What follows belongs to an exercise in optimizing a design on an open flow for small area and a short achievable clock period; a production flow would make more cautious choices.
No functional check of the RTL was part of this run.

===== flow/flow/run.sh =====
#!/bin/bash
# The standard layout (the standard.sh), with the ports buffered by buf_1 cells.
bash standard.sh BUFFER_PORTS_ARGS="-buffer_cell sky130_fd_sc_hd__buf_1" finish > standard.log 2>&1

===== flow/standard.sh =====
#!/bin/bash
# synth_recipe.tcl (not shown) runs the flow's synth.tcl, then flattens the netlist and writes it again
# the make line also repeats each setting of config.mk as NAME=value (left out here)
make -C /OpenROAD-flow-scripts/flow DESIGN_CONFIG=/design/flow/config.mk WORK_HOME=/design/flow/orfs CLKGATE_MAP_FILE= SYNTH_SCRIPT=/design/flow/synth_recipe.tcl "${@:-finish}"

===== flow/config.mk =====
export PLATFORM = sky130hd
export DESIGN_NAME = fir
export DESIGN_NICKNAME = fir
export VERILOG_FILES = /design/flow/design.v
export SDC_FILE = /design/flow/constraint.sdc
export NUM_CORES = 4
export LEC_CHECK = 0
export ABC_AREA = 1
export CAP_MARGIN = 20
export CORE_MARGIN = 2
export CORE_UTILIZATION = 40
export CTS_CLUSTER_DIAMETER = 60
export CTS_CLUSTER_SIZE = 40
export SLEW_MARGIN = 20

===== flow/constraint.sdc =====
create_clock -name core_clock -period 30.0 [get_ports {clk}]
set_input_delay 6.0000 -clock core_clock [delete_from_list [all_inputs] [get_ports {clk}]]
set_output_delay 6.0000 -clock core_clock [all_outputs]
set_load 0.01 [all_outputs]

===== flow/design.v =====
module fixed(
input [15:0] data,
output [15:0] fixed
);
wire sign = data[15];
wire expo_sign = data[14];
wire [3:0] e = data[13:10];
wire [11:0] w = {1'b1, data[9:0], 1'b0};
wire [26:0] wl = {15'b0, w} << e;
wire [11:0] wr = w >> e;
wire left = expo_sign & (e != 4'd0);
wire zero = (data == 16'b0);
wire [14:0] fv = zero ? 15'b0 : (left ? wl[16:2] : {3'b0, wr});
wire [14:0] mag = sign ? (~fv + 15'd1) : fv;
assign fixed = {sign, mag};
endmodule
module fir (
input [15:0] signal,
input clk,
output [15:0] out,
output [15:0] f1,
output [31:0] f2,f3,f4,
output [15:0] fo1
);
wire sign = signal[15];
wire expo_sign = signal[14];
wire [3:0] e = signal[13:10];
wire [11:0] w = {1'b1, signal[9:0], 1'b0};
wire [26:0] wl = {15'b0, w} << e;
wire [11:0] wr = w >> e;
wire left = expo_sign & (e != 4'd0);
wire zero = (signal == 16'b0);
wire [14:0] fv = zero ? 15'b0 : (left ? wl[16:2] : {3'b0, wr});
wire fz = (fv == 15'b0);
wire [15:0] mg = {sign & fz, fv};
wire [19:0] sx = {20{~sign}};
wire signed [15:0] xq_a = {1'b0, fv ^ {15{sign}}};
wire signed [15:0] xq_b = 16'sd0;
wire signed [15:0] xq;
add_sk_16 i_xq (.a(xq_a), .b(xq_b), .ci(sign), .s(xq));
wire signed [15:0] xin = {sign, xq[14:0]};
wire signed [19:0] nc_x = {1'b0, mg, 3'b0} ^ sx;
wire signed [19:0] nc_y = {4'b0, mg} ^ sx;
wire signed [19:0] nc_z = {18'b0, ~sign, 1'b0};
wire signed [19:0] nc_s = nc_x ^ nc_y ^ nc_z;
wire [19:0] nc_m = (nc_x & nc_y) | (nc_x & nc_z) | (nc_y & nc_z);
wire signed [19:0] nin_a = nc_s;
wire signed [19:0] nin_b = {nc_m[18:0], 1'b0};
wire signed [19:0] nin;
add_sk_20 i_nin (.a(nin_a), .b(nin_b), .ci(1'b0), .s(nin));
reg signed [15:0] x;
reg signed [19:0] n;           
always @(posedge clk) begin
  x <= xin;
  n <= nin;
end
wire signed [18:0] m5_a = n;
wire signed [18:0] m5_b = x <<< 2;
wire signed [18:0] m5;
add_sk_19 i_m5 (.a(m5_a), .b(m5_b), .ci(1'b0), .s(m5));
wire signed [19:0] m11_a = n;
wire signed [19:0] m11_b = ~(x <<< 1);
wire signed [19:0] m11;
add_sk_20 i_m11 (.a(m11_a), .b(m11_b), .ci(1'b1), .s(m11));
wire signed [21:0] m45_a = n <<< 2;
wire signed [21:0] m45_b = n;
wire signed [21:0] m45;
add_sk_22 i_m45 (.a(m45_a), .b(m45_b), .ci(1'b0), .s(m45));
reg signed [9:0] ndh;          
reg nz;                        
reg signed [18:0] m5d;         
reg signed [21:0] m45d;        
reg signed [19:0] m11d;        
reg signed [19:0] r4;          
always @(posedge clk) begin
  ndh <= n[19:10];
  nz <= ~|n[9:0];
  m5d <= m5;
  m45d <= m45;
  m11d <= m11;
  r4 <= {m5d, 1'b0};
end
wire [23:0] p205_a = m45d;
wire [23:0] p205_b = m5d <<< 5;
wire p205_ci = 1'b0;
wire [10:0] p205_g = p205_a[10:0] & p205_b[10:0];
wire [10:0] p205_p = p205_a[10:0] | p205_b[10:0];
wire [11:0] p205_c;
wire p205_G1 = p205_g[0] | (p205_p[0] & p205_ci);
wire p205_G2 = p205_g[2] | (p205_p[2] & p205_g[1]);
wire p205_P2 = p205_p[2] & p205_p[1];
wire p205_G3 = p205_g[4] | (p205_p[4] & p205_g[3]);
wire p205_P3 = p205_p[4] & p205_p[3];
wire p205_G4 = p205_g[6] | (p205_p[6] & p205_g[5]);
wire p205_P4 = p205_p[6] & p205_p[5];
wire p205_G5 = p205_g[8] | (p205_p[8] & p205_g[7]);
wire p205_P5 = p205_p[8] & p205_p[7];
wire p205_G6 = p205_g[10] | (p205_p[10] & p205_g[9]);
wire p205_P6 = p205_p[10] & p205_p[9];
wire p205_G7 = p205_G2 | (p205_P2 & p205_G1);
wire p205_G8 = p205_G4 | (p205_P4 & p205_G3);
wire p205_P8 = p205_P4 & p205_P3;
wire p205_G9 = p205_G6 | (p205_P6 & p205_G5);
wire p205_P9 = p205_P6 & p205_P5;
wire p205_G10 = p205_G8 | (p205_P8 & p205_G7);
wire p205_G11 = p205_G9 | (p205_P9 & p205_G10);
assign p205_c[11] = p205_G11;
wire [10:0] p205_k = {p205_p[9:0], p205_ci};
wire p205_z = &(~(p205_a[10:0] ^ p205_b[10:0] ^ p205_k));
wire [12:0] p205_hi;
add_rip_13 i_p205_hi (.a(p205_a[23:11]), .b(p205_b[23:11]), .ci(p205_c[11]), .s(p205_hi));
wire signed [24:0] c407_x = m11d <<< 5;
wire signed [24:0] c407_y = m45d;
wire signed [24:0] c407_z = m5d <<< 1;
wire signed [24:0] c407_s = c407_x ^ c407_y ^ c407_z;
wire [24:0] c407_m = (c407_x & c407_y) | (c407_x & c407_z) | (c407_y & c407_z);
wire [24:0] p407_a = c407_s;
wire [24:0] p407_b = {c407_m[23:0], 1'b0};
wire p407_ci = 1'b0;
wire [10:0] p407_g = p407_a[10:0] & p407_b[10:0];
wire [10:0] p407_p = p407_a[10:0] | p407_b[10:0];
wire [11:0] p407_c;
wire p407_G1 = p407_g[0] | (p407_p[0] & p407_ci);
wire p407_G2 = p407_g[2] | (p407_p[2] & p407_g[1]);
wire p407_P2 = p407_p[2] & p407_p[1];
wire p407_G3 = p407_g[4] | (p407_p[4] & p407_g[3]);
wire p407_P3 = p407_p[4] & p407_p[3];
wire p407_G4 = p407_g[6] | (p407_p[6] & p407_g[5]);
wire p407_P4 = p407_p[6] & p407_p[5];
wire p407_G5 = p407_g[8] | (p407_p[8] & p407_g[7]);
wire p407_P5 = p407_p[8] & p407_p[7];
wire p407_G6 = p407_g[10] | (p407_p[10] & p407_g[9]);
wire p407_P6 = p407_p[10] & p407_p[9];
wire p407_G7 = p407_G2 | (p407_P2 & p407_G1);
wire p407_G8 = p407_G4 | (p407_P4 & p407_G3);
wire p407_P8 = p407_P4 & p407_P3;
wire p407_G9 = p407_G6 | (p407_P6 & p407_G5);
wire p407_P9 = p407_P6 & p407_P5;
wire p407_G10 = p407_G8 | (p407_P8 & p407_G7);
wire p407_G11 = p407_G9 | (p407_P9 & p407_G10);
assign p407_c[11] = p407_G11;
wire [10:0] p407_k = {p407_p[9:0], p407_ci};
wire p407_z = &(~(p407_a[10:0] ^ p407_b[10:0] ^ p407_k));
wire [13:0] p407_hi;
add_rip_14 i_p407_hi (.a(p407_a[24:11]), .b(p407_b[24:11]), .ci(p407_c[11]), .s(p407_hi));
wire signed [24:0] c327_x = m11d <<< 5;
wire signed [24:0] c327_y = ~(m5d <<< 2);
wire signed [24:0] c327_z = ~m5d;
wire signed [24:0] c327_s = c327_x ^ c327_y ^ c327_z;
wire [24:0] c327_m = (c327_x & c327_y) | (c327_x & c327_z) | (c327_y & c327_z);
wire [24:0] p327_a = c327_s;
wire [24:0] p327_b = {c327_m[23:0], 1'b1};
wire p327_ci = 1'b1;
wire [10:0] p327_g = p327_a[10:0] & p327_b[10:0];
wire [10:0] p327_p = p327_a[10:0] | p327_b[10:0];
wire [11:0] p327_c;
wire p327_G1 = p327_g[0] | (p327_p[0] & p327_ci);
wire p327_G2 = p327_g[2] | (p327_p[2] & p327_g[1]);
wire p327_P2 = p327_p[2] & p327_p[1];
wire p327_G3 = p327_g[4] | (p327_p[4] & p327_g[3]);
wire p327_P3 = p327_p[4] & p327_p[3];
wire p327_G4 = p327_g[6] | (p327_p[6] & p327_g[5]);
wire p327_P4 = p327_p[6] & p327_p[5];
wire p327_G5 = p327_g[8] | (p327_p[8] & p327_g[7]);
wire p327_P5 = p327_p[8] & p327_p[7];
wire p327_G6 = p327_g[10] | (p327_p[10] & p327_g[9]);
wire p327_P6 = p327_p[10] & p327_p[9];
wire p327_G7 = p327_G2 | (p327_P2 & p327_G1);
wire p327_G8 = p327_G4 | (p327_P4 & p327_G3);
wire p327_P8 = p327_P4 & p327_P3;
wire p327_G9 = p327_G6 | (p327_P6 & p327_G5);
wire p327_P9 = p327_P6 & p327_P5;
wire p327_G10 = p327_G8 | (p327_P8 & p327_G7);
wire p327_G11 = p327_G9 | (p327_P9 & p327_G10);
assign p327_c[11] = p327_G11;
wire [10:0] p327_k = {p327_p[9:0], p327_ci};
wire p327_z = &(~(p327_a[10:0] ^ p327_b[10:0] ^ p327_k));
wire [13:0] p327_hi;
add_rip_14 i_p327_hi (.a(p327_a[24:11]), .b(p327_b[24:11]), .ci(p327_c[11]), .s(p327_hi));
wire signed [8:0]  t9   = ndh[9:1];
wire signed [8:0]  t11  = m11d[19:11];
wire signed [8:0]  t10  = m5d[18:10];
wire signed [9:0]  c18  = ~ndh;           wire z18  = nz;
wire signed [11:0] c90  = ~m45d[21:10];   wire z90  = ~|m45d[9:0];
wire signed [12:0] c205 = ~p205_hi;   wire z205 = p205_z;
wire signed [13:0] c327 = ~p327_hi;   wire z327 = p327_z;
wire signed [13:0] c407 = ~p407_hi;   wire z407 = p407_z;
reg signed [8:0] v15;
reg signed [9:0] v14;
reg signed [9:0] v13;
reg signed [10:0] v12;
reg signed [12:0] v11;
reg signed [13:0] v10;
reg signed [14:0] v9;
reg signed [15:0] v8;
reg signed [15:0] v7;
reg signed [15:0] v6;
reg signed [15:0] v5;
reg signed [15:0] v4;
reg signed [15:0] v3;
wire signed [9:0] v14_n_a = t11;
wire signed [9:0] v14_n_b = v15;
wire signed [9:0] v14_n;
add_rip_10 i_v14_n (.a(v14_n_a), .b(v14_n_b), .ci(1'b0), .s(v14_n));
wire signed [9:0] v13_n_a = t10;
wire signed [9:0] v13_n_b = v14;
wire signed [9:0] v13_n;
add_rip_10 i_v13_n (.a(v13_n_a), .b(v13_n_b), .ci(1'b0), .s(v13_n));
wire signed [10:0] v12_n_a = c18;
wire signed [10:0] v12_n_b = v13;
wire signed [10:0] v12_n;
add_rip_11 i_v12_n (.a(v12_n_a), .b(v12_n_b), .ci(z18), .s(v12_n));
wire signed [12:0] v11_n_a = c90;
wire signed [12:0] v11_n_b = v12;
wire signed [12:0] v11_n;
add_rip_13 i_v11_n (.a(v11_n_a), .b(v11_n_b), .ci(z90), .s(v11_n));
wire signed [13:0] v10_n_a = c205;
wire signed [13:0] v10_n_b = v11;
wire signed [13:0] v10_n;
add_rip_14 i_v10_n (.a(v10_n_a), .b(v10_n_b), .ci(z205), .s(v10_n));
wire signed [14:0] v9_n_a = c327;
wire signed [14:0] v9_n_b = v10;
wire signed [14:0] v9_n;
add_rip_15 i_v9_n (.a(v9_n_a), .b(v9_n_b), .ci(z327), .s(v9_n));
wire signed [15:0] v8_n_a = c407;
wire signed [15:0] v8_n_b = v9;
wire signed [15:0] v8_n;
add_rip_16 i_v8_n (.a(v8_n_a), .b(v8_n_b), .ci(z407), .s(v8_n));
wire signed [15:0] v7_n_a = c407;
wire signed [15:0] v7_n_b = v8;
wire signed [15:0] v7_n;
add_rip_16 i_v7_n (.a(v7_n_a), .b(v7_n_b), .ci(z407), .s(v7_n));
wire signed [15:0] v6_n_a = c327;
wire signed [15:0] v6_n_b = v7;
wire signed [15:0] v6_n;
add_rip_16 i_v6_n (.a(v6_n_a), .b(v6_n_b), .ci(z327), .s(v6_n));
wire signed [15:0] v5_n_a = c205;
wire signed [15:0] v5_n_b = v6;
wire signed [15:0] v5_n;
add_rip_16 i_v5_n (.a(v5_n_a), .b(v5_n_b), .ci(z205), .s(v5_n));
wire signed [15:0] v4_n_a = c90;
wire signed [15:0] v4_n_b = v5;
wire signed [15:0] v4_n;
add_rip_16 i_v4_n (.a(v4_n_a), .b(v4_n_b), .ci(z90), .s(v4_n));
wire signed [15:0] v3_n_a = c18;
wire signed [15:0] v3_n_b = v4;
wire signed [15:0] v3_n;
add_rip_16 i_v3_n (.a(v3_n_a), .b(v3_n_b), .ci(z18), .s(v3_n));
wire signed [8:0] t11x = m11[19:11];
wire signed [9:0] u_n_a = t11x;
wire signed [9:0] u_n_b = t10;
wire signed [9:0] u_n;
add_rip_10 i_u_n (.a(u_n_a), .b(u_n_b), .ci(1'b0), .s(u_n));
wire signed [15:0] cs1_x = t11x;
wire signed [15:0] cs1_y = t10;
wire signed [15:0] cs1_z = v3;
wire signed [15:0] cs1_s = cs1_x ^ cs1_y ^ cs1_z;
wire [15:0] cs1_m = (cs1_x & cs1_y) | (cs1_x & cs1_z) | (cs1_y & cs1_z);
wire signed [15:0] s1_n_a = cs1_s;
wire signed [15:0] s1_n_b = {cs1_m[14:0], 1'b0};
wire signed [15:0] s1_n;
add_bk_16 i_s1_n (.a(s1_n_a), .b(s1_n_b), .ci(1'b0), .s(s1_n));
reg signed [15:0] s1;
reg signed [9:0] u;
always @(posedge clk) begin
  v15 <= t9;
  v14 <= v14_n;
  v13 <= v13_n;
  v12 <= v12_n;
  v11 <= v11_n;
  v10 <= v10_n;
  v9 <= v9_n;
  v8 <= v8_n;
  v7 <= v7_n;
  v6 <= v6_n;
  v5 <= v5_n;
  v4 <= v4_n;
  v3 <= v3_n;
  u <= u_n;
  s1 <= s1_n;
end
wire signed [8:0] t0 = n[19:11];
wire signed [15:0] out_n_a = s1;
wire signed [15:0] out_n_b = t0;
wire signed [15:0] out_n;
add_sk_16 i_out_n (.a(out_n_a), .b(out_n_b), .ci(1'b0), .s(out_n));
wire signed [15:0] fo1_n_a = u;
wire signed [15:0] fo1_n_b = t0;
wire signed [15:0] fo1_n;
add_sk_16 i_fo1_n (.a(fo1_n_a), .b(fo1_n_b), .ci(1'b0), .s(fo1_n));
assign out = out_n;
assign fo1 = fo1_n;
assign f1 = x;
assign f2 = {{12{n[19]}}, n};
assign f3 = {{12{m11d[19]}}, m11d};
assign f4 = {{12{r4[19]}}, r4};
endmodule
module add_sk_16(input [15:0] a, input [15:0] b, input ci, output [15:0] s);
wire [15:0] p = a ^ b;
wire [15:0] g0 = a & b;
wire [15:0] g = {g0[15:1], g0[0] | (p[0] & ci)};
wire G1 = g[1] | (p[1] & g[0]);
wire P1 = p[1] & p[0];
wire G2 = g[3] | (p[3] & g[2]);
wire P2 = p[3] & p[2];
wire G3 = g[5] | (p[5] & g[4]);
wire P3 = p[5] & p[4];
wire G4 = g[7] | (p[7] & g[6]);
wire P4 = p[7] & p[6];
wire G5 = g[9] | (p[9] & g[8]);
wire P5 = p[9] & p[8];
wire G6 = g[11] | (p[11] & g[10]);
wire P6 = p[11] & p[10];
wire G7 = g[13] | (p[13] & g[12]);
wire P7 = p[13] & p[12];
wire G8 = g[15] | (p[15] & g[14]);
wire P8 = p[15] & p[14];
wire G9 = g[2] | (p[2] & G1);
wire P9 = p[2] & P1;
wire G10 = G2 | (P2 & G1);
wire P10 = P2 & P1;
wire G11 = g[6] | (p[6] & G3);
wire P11 = p[6] & P3;
wire G12 = G4 | (P4 & G3);
wire P12 = P4 & P3;
wire G13 = g[10] | (p[10] & G5);
wire P13 = p[10] & P5;
wire G14 = G6 | (P6 & G5);
wire P14 = P6 & P5;
wire G15 = g[14] | (p[14] & G7);
wire P15 = p[14] & P7;
wire G16 = G8 | (P8 & G7);
wire P16 = P8 & P7;
wire G17 = g[4] | (p[4] & G10);
wire P17 = p[4] & P10;
wire G18 = G3 | (P3 & G10);
wire P18 = P3 & P10;
wire G19 = G11 | (P11 & G10);
wire P19 = P11 & P10;
wire G20 = G12 | (P12 & G10);
wire P20 = P12 & P10;
wire G21 = g[12] | (p[12] & G14);
wire P21 = p[12] & P14;
wire G22 = G7 | (P7 & G14);
wire P22 = P7 & P14;
wire G23 = G15 | (P15 & G14);
wire P23 = P15 & P14;
wire G24 = G16 | (P16 & G14);
wire P24 = P16 & P14;
wire G25 = g[8] | (p[8] & G20);
wire P25 = p[8] & P20;
wire G26 = G5 | (P5 & G20);
wire P26 = P5 & P20;
wire G27 = G13 | (P13 & G20);
wire P27 = P13 & P20;
wire G28 = G14 | (P14 & G20);
wire P28 = P14 & P20;
wire G29 = G21 | (P21 & G20);
wire P29 = P21 & P20;
wire G30 = G22 | (P22 & G20);
wire P30 = P22 & P20;
wire G31 = G23 | (P23 & G20);
wire P31 = P23 & P20;
wire G32 = G24 | (P24 & G20);
wire P32 = P24 & P20;
wire [16:0] c = {G32, G31, G30, G29, G28, G27, G26, G25, G20, G19, G18, G17, G10, G9, G1, g[0], ci};
assign s = p ^ c[15:0];
endmodule
module add_sk_20(input [19:0] a, input [19:0] b, input ci, output [19:0] s);
wire [19:0] p = a ^ b;
wire [19:0] g0 = a & b;
wire [19:0] g = {g0[19:1], g0[0] | (p[0] & ci)};
wire G1 = g[1] | (p[1] & g[0]);
wire P1 = p[1] & p[0];
wire G2 = g[3] | (p[3] & g[2]);
wire P2 = p[3] & p[2];
wire G3 = g[5] | (p[5] & g[4]);
wire P3 = p[5] & p[4];
wire G4 = g[7] | (p[7] & g[6]);
wire P4 = p[7] & p[6];
wire G5 = g[9] | (p[9] & g[8]);
wire P5 = p[9] & p[8];
wire G6 = g[11] | (p[11] & g[10]);
wire P6 = p[11] & p[10];
wire G7 = g[13] | (p[13] & g[12]);
wire P7 = p[13] & p[12];
wire G8 = g[15] | (p[15] & g[14]);
wire P8 = p[15] & p[14];
wire G9 = g[17] | (p[17] & g[16]);
wire P9 = p[17] & p[16];
wire G10 = g[19] | (p[19] & g[18]);
wire P10 = p[19] & p[18];
wire G11 = g[2] | (p[2] & G1);
wire P11 = p[2] & P1;
wire G12 = G2 | (P2 & G1);
wire P12 = P2 & P1;
wire G13 = g[6] | (p[6] & G3);
wire P13 = p[6] & P3;
wire G14 = G4 | (P4 & G3);
wire P14 = P4 & P3;
wire G15 = g[10] | (p[10] & G5);
wire P15 = p[10] & P5;
wire G16 = G6 | (P6 & G5);
wire P16 = P6 & P5;
wire G17 = g[14] | (p[14] & G7);
wire P17 = p[14] & P7;
wire G18 = G8 | (P8 & G7);
wire P18 = P8 & P7;
wire G19 = g[18] | (p[18] & G9);
wire P19 = p[18] & P9;
wire G20 = G10 | (P10 & G9);
wire P20 = P10 & P9;
wire G21 = g[4] | (p[4] & G12);
wire P21 = p[4] & P12;
wire G22 = G3 | (P3 & G12);
wire P22 = P3 & P12;
wire G23 = G13 | (P13 & G12);
wire P23 = P13 & P12;
wire G24 = G14 | (P14 & G12);
wire P24 = P14 & P12;
wire G25 = g[12] | (p[12] & G16);
wire P25 = p[12] & P16;
wire G26 = G7 | (P7 & G16);
wire P26 = P7 & P16;
wire G27 = G17 | (P17 & G16);
wire P27 = P17 & P16;
wire G28 = G18 | (P18 & G16);
wire P28 = P18 & P16;
wire G29 = g[8] | (p[8] & G24);
wire P29 = p[8] & P24;
wire G30 = G5 | (P5 & G24);
wire P30 = P5 & P24;
wire G31 = G15 | (P15 & G24);
wire P31 = P15 & P24;
wire G32 = G16 | (P16 & G24);
wire P32 = P16 & P24;
wire G33 = G25 | (P25 & G24);
wire P33 = P25 & P24;
wire G34 = G26 | (P26 & G24);
wire P34 = P26 & P24;
wire G35 = G27 | (P27 & G24);
wire P35 = P27 & P24;
wire G36 = G28 | (P28 & G24);
wire P36 = P28 & P24;
wire G37 = g[16] | (p[16] & G36);
wire P37 = p[16] & P36;
wire G38 = G9 | (P9 & G36);
wire P38 = P9 & P36;
wire G39 = G19 | (P19 & G36);
wire P39 = P19 & P36;
wire G40 = G20 | (P20 & G36);
wire P40 = P20 & P36;
wire [20:0] c = {G40, G39, G38, G37, G36, G35, G34, G33, G32, G31, G30, G29, G24, G23, G22, G21, G12, G11, G1, g[0], ci};
assign s = p ^ c[19:0];
endmodule
module add_sk_19(input [18:0] a, input [18:0] b, input ci, output [18:0] s);
wire [18:0] p = a ^ b;
wire [18:0] g0 = a & b;
wire [18:0] g = {g0[18:1], g0[0] | (p[0] & ci)};
wire G1 = g[1] | (p[1] & g[0]);
wire P1 = p[1] & p[0];
wire G2 = g[3] | (p[3] & g[2]);
wire P2 = p[3] & p[2];
wire G3 = g[5] | (p[5] & g[4]);
wire P3 = p[5] & p[4];
wire G4 = g[7] | (p[7] & g[6]);
wire P4 = p[7] & p[6];
wire G5 = g[9] | (p[9] & g[8]);
wire P5 = p[9] & p[8];
wire G6 = g[11] | (p[11] & g[10]);
wire P6 = p[11] & p[10];
wire G7 = g[13] | (p[13] & g[12]);
wire P7 = p[13] & p[12];
wire G8 = g[15] | (p[15] & g[14]);
wire P8 = p[15] & p[14];
wire G9 = g[17] | (p[17] & g[16]);
wire P9 = p[17] & p[16];
wire G10 = g[2] | (p[2] & G1);
wire P10 = p[2] & P1;
wire G11 = G2 | (P2 & G1);
wire P11 = P2 & P1;
wire G12 = g[6] | (p[6] & G3);
wire P12 = p[6] & P3;
wire G13 = G4 | (P4 & G3);
wire P13 = P4 & P3;
wire G14 = g[10] | (p[10] & G5);
wire P14 = p[10] & P5;
wire G15 = G6 | (P6 & G5);
wire P15 = P6 & P5;
wire G16 = g[14] | (p[14] & G7);
wire P16 = p[14] & P7;
wire G17 = G8 | (P8 & G7);
wire P17 = P8 & P7;
wire G18 = g[18] | (p[18] & G9);
wire P18 = p[18] & P9;
wire G19 = g[4] | (p[4] & G11);
wire P19 = p[4] & P11;
wire G20 = G3 | (P3 & G11);
wire P20 = P3 & P11;
wire G21 = G12 | (P12 & G11);
wire P21 = P12 & P11;
wire G22 = G13 | (P13 & G11);
wire P22 = P13 & P11;
wire G23 = g[12] | (p[12] & G15);
wire P23 = p[12] & P15;
wire G24 = G7 | (P7 & G15);
wire P24 = P7 & P15;
wire G25 = G16 | (P16 & G15);
wire P25 = P16 & P15;
wire G26 = G17 | (P17 & G15);
wire P26 = P17 & P15;
wire G27 = g[8] | (p[8] & G22);
wire P27 = p[8] & P22;
wire G28 = G5 | (P5 & G22);
wire P28 = P5 & P22;
wire G29 = G14 | (P14 & G22);
wire P29 = P14 & P22;
wire G30 = G15 | (P15 & G22);
wire P30 = P15 & P22;
wire G31 = G23 | (P23 & G22);
wire P31 = P23 & P22;
wire G32 = G24 | (P24 & G22);
wire P32 = P24 & P22;
wire G33 = G25 | (P25 & G22);
wire P33 = P25 & P22;
wire G34 = G26 | (P26 & G22);
wire P34 = P26 & P22;
wire G35 = g[16] | (p[16] & G34);
wire P35 = p[16] & P34;
wire G36 = G9 | (P9 & G34);
wire P36 = P9 & P34;
wire G37 = G18 | (P18 & G34);
wire P37 = P18 & P34;
wire [19:0] c = {G37, G36, G35, G34, G33, G32, G31, G30, G29, G28, G27, G22, G21, G20, G19, G11, G10, G1, g[0], ci};
assign s = p ^ c[18:0];
endmodule
module add_sk_22(input [21:0] a, input [21:0] b, input ci, output [21:0] s);
wire [21:0] p = a ^ b;
wire [21:0] g0 = a & b;
wire [21:0] g = {g0[21:1], g0[0] | (p[0] & ci)};
wire G1 = g[1] | (p[1] & g[0]);
wire P1 = p[1] & p[0];
wire G2 = g[3] | (p[3] & g[2]);
wire P2 = p[3] & p[2];
wire G3 = g[5] | (p[5] & g[4]);
wire P3 = p[5] & p[4];
wire G4 = g[7] | (p[7] & g[6]);
wire P4 = p[7] & p[6];
wire G5 = g[9] | (p[9] & g[8]);
wire P5 = p[9] & p[8];
wire G6 = g[11] | (p[11] & g[10]);
wire P6 = p[11] & p[10];
wire G7 = g[13] | (p[13] & g[12]);
wire P7 = p[13] & p[12];
wire G8 = g[15] | (p[15] & g[14]);
wire P8 = p[15] & p[14];
wire G9 = g[17] | (p[17] & g[16]);
wire P9 = p[17] & p[16];
wire G10 = g[19] | (p[19] & g[18]);
wire P10 = p[19] & p[18];
wire G11 = g[21] | (p[21] & g[20]);
wire P11 = p[21] & p[20];
wire G12 = g[2] | (p[2] & G1);
wire P12 = p[2] & P1;
wire G13 = G2 | (P2 & G1);
wire P13 = P2 & P1;
wire G14 = g[6] | (p[6] & G3);
wire P14 = p[6] & P3;
wire G15 = G4 | (P4 & G3);
wire P15 = P4 & P3;
wire G16 = g[10] | (p[10] & G5);
wire P16 = p[10] & P5;
wire G17 = G6 | (P6 & G5);
wire P17 = P6 & P5;
wire G18 = g[14] | (p[14] & G7);
wire P18 = p[14] & P7;
wire G19 = G8 | (P8 & G7);
wire P19 = P8 & P7;
wire G20 = g[18] | (p[18] & G9);
wire P20 = p[18] & P9;
wire G21 = G10 | (P10 & G9);
wire P21 = P10 & P9;
wire G22 = g[4] | (p[4] & G13);
wire P22 = p[4] & P13;
wire G23 = G3 | (P3 & G13);
wire P23 = P3 & P13;
wire G24 = G14 | (P14 & G13);
wire P24 = P14 & P13;
wire G25 = G15 | (P15 & G13);
wire P25 = P15 & P13;
wire G26 = g[12] | (p[12] & G17);
wire P26 = p[12] & P17;
wire G27 = G7 | (P7 & G17);
wire P27 = P7 & P17;
wire G28 = G18 | (P18 & G17);
wire P28 = P18 & P17;
wire G29 = G19 | (P19 & G17);
wire P29 = P19 & P17;
wire G30 = g[20] | (p[20] & G21);
wire P30 = p[20] & P21;
wire G31 = G11 | (P11 & G21);
wire P31 = P11 & P21;
wire G32 = g[8] | (p[8] & G25);
wire P32 = p[8] & P25;
wire G33 = G5 | (P5 & G25);
wire P33 = P5 & P25;
wire G34 = G16 | (P16 & G25);
wire P34 = P16 & P25;
wire G35 = G17 | (P17 & G25);
wire P35 = P17 & P25;
wire G36 = G26 | (P26 & G25);
wire P36 = P26 & P25;
wire G37 = G27 | (P27 & G25);
wire P37 = P27 & P25;
wire G38 = G28 | (P28 & G25);
wire P38 = P28 & P25;
wire G39 = G29 | (P29 & G25);
wire P39 = P29 & P25;
wire G40 = g[16] | (p[16] & G39);
wire P40 = p[16] & P39;
wire G41 = G9 | (P9 & G39);
wire P41 = P9 & P39;
wire G42 = G20 | (P20 & G39);
wire P42 = P20 & P39;
wire G43 = G21 | (P21 & G39);
wire P43 = P21 & P39;
wire G44 = G30 | (P30 & G39);
wire P44 = P30 & P39;
wire G45 = G31 | (P31 & G39);
wire P45 = P31 & P39;
wire [22:0] c = {G45, G44, G43, G42, G41, G40, G39, G38, G37, G36, G35, G34, G33, G32, G25, G24, G23, G22, G13, G12, G1, g[0], ci};
assign s = p ^ c[21:0];
endmodule
module add_rip_13(input [12:0] a, input [12:0] b, input ci, output [12:0] s);
wire [13:0] c;
assign c[0] = ci;
genvar i;
generate for (i = 0; i < 13; i = i + 1) begin : r
  assign s[i] = a[i] ^ b[i] ^ c[i];
  assign c[i+1] = (a[i] & b[i]) | (a[i] & c[i]) | (b[i] & c[i]);
end endgenerate
endmodule
module add_rip_14(input [13:0] a, input [13:0] b, input ci, output [13:0] s);
wire [14:0] c;
assign c[0] = ci;
genvar i;
generate for (i = 0; i < 14; i = i + 1) begin : r
  assign s[i] = a[i] ^ b[i] ^ c[i];
  assign c[i+1] = (a[i] & b[i]) | (a[i] & c[i]) | (b[i] & c[i]);
end endgenerate
endmodule
module add_rip_10(input [9:0] a, input [9:0] b, input ci, output [9:0] s);
wire [10:0] c;
assign c[0] = ci;
genvar i;
generate for (i = 0; i < 10; i = i + 1) begin : r
  assign s[i] = a[i] ^ b[i] ^ c[i];
  assign c[i+1] = (a[i] & b[i]) | (a[i] & c[i]) | (b[i] & c[i]);
end endgenerate
endmodule
module add_rip_11(input [10:0] a, input [10:0] b, input ci, output [10:0] s);
wire [11:0] c;
assign c[0] = ci;
genvar i;
generate for (i = 0; i < 11; i = i + 1) begin : r
  assign s[i] = a[i] ^ b[i] ^ c[i];
  assign c[i+1] = (a[i] & b[i]) | (a[i] & c[i]) | (b[i] & c[i]);
end endgenerate
endmodule
module add_rip_15(input [14:0] a, input [14:0] b, input ci, output [14:0] s);
wire [15:0] c;
assign c[0] = ci;
genvar i;
generate for (i = 0; i < 15; i = i + 1) begin : r
  assign s[i] = a[i] ^ b[i] ^ c[i];
  assign c[i+1] = (a[i] & b[i]) | (a[i] & c[i]) | (b[i] & c[i]);
end endgenerate
endmodule
module add_rip_16(input [15:0] a, input [15:0] b, input ci, output [15:0] s);
wire [16:0] c;
assign c[0] = ci;
genvar i;
generate for (i = 0; i < 16; i = i + 1) begin : r
  assign s[i] = a[i] ^ b[i] ^ c[i];
  assign c[i+1] = (a[i] & b[i]) | (a[i] & c[i]) | (b[i] & c[i]);
end endgenerate
endmodule
module add_bk_16(input [15:0] a, input [15:0] b, input ci, output [15:0] s);
wire [15:0] p = a ^ b;
wire [15:0] g0 = a & b;
wire [15:0] g = {g0[15:1], g0[0] | (p[0] & ci)};
wire G1 = g[1] | (p[1] & g[0]);
wire P1 = p[1] & p[0];
wire G2 = g[3] | (p[3] & g[2]);
wire P2 = p[3] & p[2];
wire G3 = g[5] | (p[5] & g[4]);
wire P3 = p[5] & p[4];
wire G4 = g[7] | (p[7] & g[6]);
wire P4 = p[7] & p[6];
wire G5 = g[9] | (p[9] & g[8]);
wire P5 = p[9] & p[8];
wire G6 = g[11] | (p[11] & g[10]);
wire P6 = p[11] & p[10];
wire G7 = g[13] | (p[13] & g[12]);
wire P7 = p[13] & p[12];
wire G8 = g[15] | (p[15] & g[14]);
wire P8 = p[15] & p[14];
wire G9 = G2 | (P2 & G1);
wire P9 = P2 & P1;
wire G10 = G4 | (P4 & G3);
wire P10 = P4 & P3;
wire G11 = G6 | (P6 & G5);
wire P11 = P6 & P5;
wire G12 = G8 | (P8 & G7);
wire P12 = P8 & P7;
wire G13 = G10 | (P10 & G9);
wire P13 = P10 & P9;
wire G14 = G12 | (P12 & G11);
wire P14 = P12 & P11;
wire G15 = G14 | (P14 & G13);
wire P15 = P14 & P13;
wire G16 = G11 | (P11 & G13);
wire P16 = P11 & P13;
wire G17 = G3 | (P3 & G9);
wire P17 = P3 & P9;
wire G18 = G5 | (P5 & G13);
wire P18 = P5 & P13;
wire G19 = G7 | (P7 & G16);
wire P19 = P7 & P16;
wire G20 = g[2] | (p[2] & G1);
wire P20 = p[2] & P1;
wire G21 = g[4] | (p[4] & G9);
wire P21 = p[4] & P9;
wire G22 = g[6] | (p[6] & G17);
wire P22 = p[6] & P17;
wire G23 = g[8] | (p[8] & G13);
wire P23 = p[8] & P13;
wire G24 = g[10] | (p[10] & G18);
wire P24 = p[10] & P18;
wire G25 = g[12] | (p[12] & G16);
wire P25 = p[12] & P16;
wire G26 = g[14] | (p[14] & G19);
wire P26 = p[14] & P19;
wire [16:0] c = {G15, G26, G19, G25, G16, G24, G18, G23, G13, G22, G17, G21, G9, G20, G1, g[0], ci};
assign s = p ^ c[15:0];
endmodule

==> metrics.csv <==
metric,value,unit
nets,2809,
path_clk_slew,0.10,ns
end_kind,flip-flop,
dp_cells,3015,
synth_warnings,1,
antenna_found_initial,0,
syn-instance-count,2223,
hold_path.class,reg -> reg,
cp_common_cell,inv_1,
dieArea,54100,µm²
status,no timing/DRC/antenna violations,
critPathArrivalTime,11.21,ns
core,51500,µm²
final.period_utilization,35.6,%
critPathMaxStageDelay,0.56,ns
drc_errors,0,
route.met3.wl,1.65,mm
grt_pass1_wl,74.8,mm
mostFrequentLayoutCells,"inv_1 (498), dfxtp_1 (328), nand2_1 (314)",
highest_layer,met4,
root_buffer,clkbuf_16,
synth-edff-count,0,
fin_util,44.7,%
totalWireLength,45.5,mm
r2r_slack,20.77,ns
synth_compound_area_share,5.97,%
final_common_cell,inv_1,
ant_nets,0,
die_h,233,µm
numCtsBuffers,28,
grt_max_degree,31,
synth_ff_type,dfxtp_1,
ys_seq_area_share,31.4,%
tns,0,ns
relSlewSlack,35.1,%
rows,83,
fillers,5011,
fin_cells,3067,
slew_violations,0,
synth-xor-area-share,7.74,%
drv_cap,0,
clock_sinks,328,
postCtsSetupBuffers,0,
rsz0062_at_grt,false,
ctsHoldBuffers,0,
grt_pass1_vias,14400,
dp_hpwl,37.6,mm
drt_iter0_drc,513,
synth_top_family_by_area,adder cells,
synthMuxAreaShare,0,%
syn_area,20900,µm²
period_needed,10.68,ns
r2r_start,m5d[9],
routabilityCongestion,0.855,
htreeDepth,1,
cts_tree,yes,
ctsResizeCount,0,
max-clock-path-buffers,3,
grt_usage,17.6,%
initial_core_util,40.6,%
cp_slowest_cell,buf_1,
synth-async-reset-ratio,0,%
r2r-end,v7[15],
wl_met1,21.2,mm
cp_cell_sequence,buf_1 -> inv_2 -> a21boi_0 -> nor3_1 -> o21ai_0 -> o221ai_1 -> a22oi_1 -> ha_1 -> inv_1 -> ha_1 -> ha_1 -> a21oi_1 -> o21ai_0 -> a21oi_1 -> inv_1 -> a21oi_1 -> o21bai_1 -> a21boi_0 -> o21bai_1 -> nand2_1 -> nand2_1 -> inv_1 -> fa_1 -> inv_1,
grt_overflow,0,
postLayoutCellArea,23000,µm²
synthAdderAreaFrac,33.7,%
avgSynthCellArea,9.41,µm²
routed_via_density,4.48,
drtPass1Iterations,5,
holdPathStages,0,
ios,161,
critPathLaunchType,input pin,
reg2regPathDepth,29,
min-delay-start,ndh[4],
report.final.hold_viol_count,0,
placed_area,22000,µm²
fp.dieW,233,µm
wl_per_cell,14.9,µm
vias,13700,
fmax,0.0936,GHz
holdPathEnd,v15[3],
fin_skew,0.0176,ns
synth_cell_type_count,51,
port_buffers,159,
drive_gt1_share,4.32,%
diodes,0,
required,30.53,ns
synth-seq-cells,328,
finalSetupViolCount,0,
worst-setup-path-type,in -> reg,
yosys.area_share.simple,10.3,%
critPathMaxFanout,16,
area_growth,10.2,%
worst_pin_slew,0.962,ns
wl_met2,21.6,mm
syn_nets,2667,
clk_latency,0.58,ns
worst max-delay path by stage:
stage                           from    end  slack, ns  depth (start not counted)
after detailed placement  signal[10]  n[17]      18.77                         24
after global placement    signal[10]  n[16]      18.86                         24
after floorplan           signal[13]  n[17]      20.07                         27
after global routing      signal[10]  n[16]      18.76                         24
final                     signal[10]  n[16]      19.32                         24
after CTS                 signal[10]  n[16]      19.38                         24
cells in the mapped netlist, drive strengths merged (8+ instances only):
master  count  area, µm²
inv       507       1900
o21ai      65        340
o22ai       8       50.1
or2        17        111
fa        226       4520
xor2      112        988
dfxtp     328       6570
nand2     321       1230
nor2      102        410
nand3      46        230
xnor2      72        631
o21bai     20        150
buf        52        385
a21oi      82        410
nor4       12       75.1
ha        201       2510
critical path, delay by kind of cell:
kind	cells	cell delay, ns
buffers and inverters	6	1.09
AND/OR/NAND/NOR	3	0.21
adder cells (fa/ha/maj)	4	1.26
AO/OA/AOI/OAI	11	2.65
stage by stage:
| stage | hold slack [ns] | setup slack, ns |
|---|---|---|
| floorplan | 0.364 | 20.07 |
| global placement | 0.406 | 18.86 |
| detailed placement | 0.412 | 18.77 |
| CTS | 0.419 | 19.38 |
| global route | 0.427 | 18.76 |
| finish | 0.413 | 19.32 |
registers in the layout, summed over array words and instances (netlist names), 10 cells and up:
name	cells
v5	16
v8	16
v10	14
v9	15
v12	11
m45d	21
n	20
s1	16
v4	16
x	16
u	10
v11	13
v13	10
r4	19
v6	16
m5d	17
v14	10
ndh	10
v7	16
m11d	20
v3	16
routing by layer:
metal  global-route usage (%)  vias to the layer above
li1                         -                     6978
met1                     23.1                     6535
met3                     2.59                       58
met5                        0                        -
met4                     4.52                        0
met2                     30.2                      175
cell families after synthesis:
| kind of cell | after synthesis |
|---|---|
| buffers and inverters | 560 |
| and+or+nand+nor | 513 |
| adders and majority gates | 427 |
| DFF | 328 |
| AOI/OAI and AO/OA | 210 |
| xor gates and xnor gates | 184 |
| other | 1 |
final cells by class:
cell class / count / area, µm² / area share, %
well taps: 680 / 851 / 3.69
flip-flops and latches: 328 / 6570 / 28.5
repair buffers: 165 / 642 / 2.78
clock buffers: 29 / 704 / 3.06
inverters: 507 / 1900 / 8.26
multi-input cells: 1335 / 12100 / 52.3
clock inverters: 23 / 328 / 1.42

afterwards: timing with drivers on the ports:
How much do the figures lean on ideal ports? The routed layout below was timed once more, with nothing changed but the port constraints. Step 1, drivers: a clkbuf_16 drives clk and a buf_2 each remaining input, both assumed. Step 2 also shifts input and output timing later by t, the mid clock arrival at the registers, as if the neighbouring blocks saw the same clock. Slacks: no drivers / after step 1 / after step 2; pairs: no drivers / after step 1.
t, ns: 0.630
setup slack, ns: 19.317 / 19.349 / 18.719
hold slack, ns: 0.413 / 0.413 / 0.413
clock arrival spread, ns: 0.018 / 0.018
After both steps this run still meets setup and hold. For this run, drivers alone change the setup slack by +0.032 ns; drivers and shift together by -0.598 ns.
